Source: an optimization exercise on an open RTL-to-GDS flow (aim: small area). Production flows keep margins and buffers that such runs may drop.
Only simulation tests tie the RTL to the original design; equivalence was not proved.

run G:
// synapse
module synapse #(
    parameter DW = 16, T_DW = 4
)(
    input wire clk,
    input wire rst,
    input wire en,
    input wire [DW - 1 : 0] weights_w,
    input wire write_enable,
    output reg [DW - 1 : 0] weights_r,
    input wire read_enable,
    input wire pre_spiking,
    output reg signed [DW - 1 : 0] spking_value,
    output reg post_en,
    input wire update_en,
    input wire signed [DW - 1 : 0] learning_rate
);
For scale: about 2200 cells after synthesis, about 72 I/O pins.
==> flow/config.mk <==
export PLATFORM = sky130hd
export DESIGN_NAME = synapse
export DESIGN_NICKNAME = synapse
export VERILOG_FILES = /design/flow/design.v
export SDC_FILE = /design/flow/constraint.sdc
export NUM_CORES = 4
export LEC_CHECK = 0
export ABC_AREA = 1
export CAP_MARGIN = 0
export CORE_MARGIN = 2
export CORE_UTILIZATION = 65
export CTS_BUF_LIST = sky130_fd_sc_hd__clkbuf_16
export CTS_CLUSTER_DIAMETER = 80
export CTS_CLUSTER_SIZE = 30
export PLACE_DENSITY = 0.8
export SLEW_MARGIN = 0
==> flow/constraint.sdc <==
create_clock -name core_clock -period 10.0 [get_ports {clk}]
set_input_delay 2.0000 -clock core_clock [delete_from_list [all_inputs] [get_ports {clk}]]
set_output_delay 2.0000 -clock core_clock [all_outputs]
set_load 0.01 [all_outputs]
standard.sh (not shown) runs the stock make flow with config.mk's settings and CLKGATE_MAP_FILE= SYNTH_SCRIPT=/design/flow/synth_recipe.tcl, a recipe that flattens the netlist after the stock synthesis.
==> flow/flow/run.sh <==
#!/bin/bash
# Own layout flow: the standard flow, with two extra steps after the
# standard synthesis, each kept only if ABC's cec finds the result
# equivalent to the standard netlist (registers as cut points):
#  1. polarity.py re-chooses the polarity of the full-adder cells (a full
#     adder is self-dual) and of some simple gates to drop inverters;
#  2. resyn.sh re-maps the logic between the adders and registers with an
#     area-oriented ABC script, twice (the second pass still finds savings).
# Each tool's output goes to a log file of its own in this folder.
set -euo pipefail
R=orfs/results/${FLOW_PLATFORM:-sky130hd}/synapse/base
TOP=${FLOW_TOP:-synapse}
bash standard.sh synth > std_synth.log 2>&1
cp $R/1_2_yosys.v synth_standard.v
cur=synth_standard.v
if python3 flow/polarity.py $cur synth_polarity.v > polarity.log 2>&1 \
   && bash flow/cec.sh synth_standard.v synth_polarity.v $TOP > cec_polarity.log 2>&1 \
   && grep -q "Networks are equivalent" cec_polarity.log; then
  cur=synth_polarity.v
fi
for pass in 1 2; do
  if bash flow/resyn.sh $cur synth_resyn$pass.v $TOP > resyn$pass.log 2>&1 \
     && bash flow/cec.sh synth_standard.v synth_resyn$pass.v $TOP > cec_resyn$pass.log 2>&1 \
     && grep -q "Networks are equivalent" cec_resyn$pass.log; then
    cur=synth_resyn$pass.v
  fi
done
echo "netlist used: $cur" > netlist_used.log
if [[ $cur != synth_standard.v ]]; then
  sleep 1
  cp $cur $R/1_2_yosys.v
fi
bash standard.sh > std_layout.log 2>&1
==> flow/flow/resyn.sh <==
#!/bin/bash
# resyn.sh IN.v OUT.v TOP: re-map the combinational logic of a mapped netlist
# with an area-oriented ABC script. Full adders, half adders, flip-flops and
# tie cells are kept as they are (so every register keeps its cell and name);
# the logic between them is read as the library's cell functions and mapped
# again onto the platform's cells, leaving out its don't-use cells.
set -euo pipefail
FH=${FLOW_HOME:-/OpenROAD-flow-scripts/flow}
L=$FH/platforms/sky130hd/lib/sky130_fd_sc_hd__tt_025C_1v80.lib
DU=$(sed -n '/^export DONT_USE_CELLS += /,/^#/p' $FH/platforms/sky130hd/config.mk \
     | grep -o "sky130_fd_sc_hd__[a-z0-9_]*" | sed 's/^/-dont_use /' | tr '\n' ' ')
printf 'set_driving_cell sky130_fd_sc_hd__buf_1\nset_load 5\n' > resyn_abc.constr
yosys -q -l resyn_yosys_$(basename $2 .v).log -p "
read_liberty -ignore_miss_func $L
setattr -mod -set keep_hierarchy 1 sky130_fd_sc_hd__fa_1 sky130_fd_sc_hd__ha_1 sky130_fd_sc_hd__dfxtp_1 sky130_fd_sc_hd__conb_1
read_verilog $1
hierarchy -top $3
flatten
opt_clean
abc -D 10000 -liberty $L $DU -constr resyn_abc.constr -script flow/resyn.abc
opt_clean -purge
select $3
write_verilog -noattr -selected $2
"
Other scripts of this flow, unchanged in this note and not shown: flow/flow/cec.sh, flow/flow/polarity.py, flow/flow/resyn.abc
Run G: no failed stages, no open violations at the end
What run C does differently from run G at the input level:
Settings: CTS_CLUSTER_SIZE changed from 30 to 16; CTS_BUF_LIST changed from sky130_fd_sc_hd__clkbuf_16 to sky130_fd_sc_hd__clkbuf_8; CORE_UTILIZATION changed from 65 to 55; CTS_CLUSTER_DIAMETER changed from 80 to 60; PLACE_DENSITY changed from 0.8 to 0.7.
-- flow/flow/run.sh --
<<< run G, line 8
#     area-oriented ABC script, twice (the second pass still finds savings).
>>> run C, line 8
#     area-oriented ABC script.
<<< run G, line 21
for pass in 1 2; do
  if bash flow/resyn.sh $cur synth_resyn$pass.v $TOP > resyn$pass.log 2>&1 \
     && bash flow/cec.sh synth_standard.v synth_resyn$pass.v $TOP > cec_resyn$pass.log 2>&1 \
     && grep -q "Networks are equivalent" cec_resyn$pass.log; then
    cur=synth_resyn$pass.v
  fi
done
>>> run C, line 21
if bash flow/resyn.sh $cur synth_resyn.v $TOP > resyn.log 2>&1 \
   && bash flow/cec.sh synth_standard.v synth_resyn.v $TOP > cec_resyn.log 2>&1 \
   && grep -q "Networks are equivalent" cec_resyn.log; then
  cur=synth_resyn.v
fi
-- flow/flow/resyn.sh --
<<< run G, line 13
yosys -q -l resyn_yosys_$(basename $2 .v).log -p "
>>> run C, line 13
yosys -q -l resyn_yosys.log -p "
==> notes.md <==
Critical path launch point = xb[1]: run C; critical path launch point = xa[1]: run G. Compared run C vs run G, and via count is down in run C. [compare] base=run G new=run C: area growth from synthesis to final layout higher, upper clock frequency limit decreased about 0.43%.

[static timing again, ports no longer ideal]
In the flow no input, the clock included, has a driving cell. The finished layouts below were timed again as built, in two steps.
Step 1 (the two cells are an assumption about what drives the block):
set clk [get_ports {clk}]
set_driving_cell -lib_cell sky130_fd_sc_hd__clkbuf_16 $clk
set_driving_cell -lib_cell sky130_fd_sc_hd__buf_2 [delete_from_list [all_inputs] $clk]
Step 2 moves the port delays by t, midway between the first and last clock arrival at a register: inputs arrive t later, outputs are due t later. That takes back most of the time a late clock gives input paths.
Three values: ideal ports, drivers, drivers and shift; two values: the first two.
run | t, ns | setup WS [ns] | worst hold slack (ns)
run G | 0.555 | 0.451 / 0.451 / 0.451 | 0.470 / 0.470 / 0.470
run C | 0.654 | 0.410 / 0.410 / 0.410 | 0.459 / 0.459 / 0.459
After both steps setup and hold are still met in every run listed.
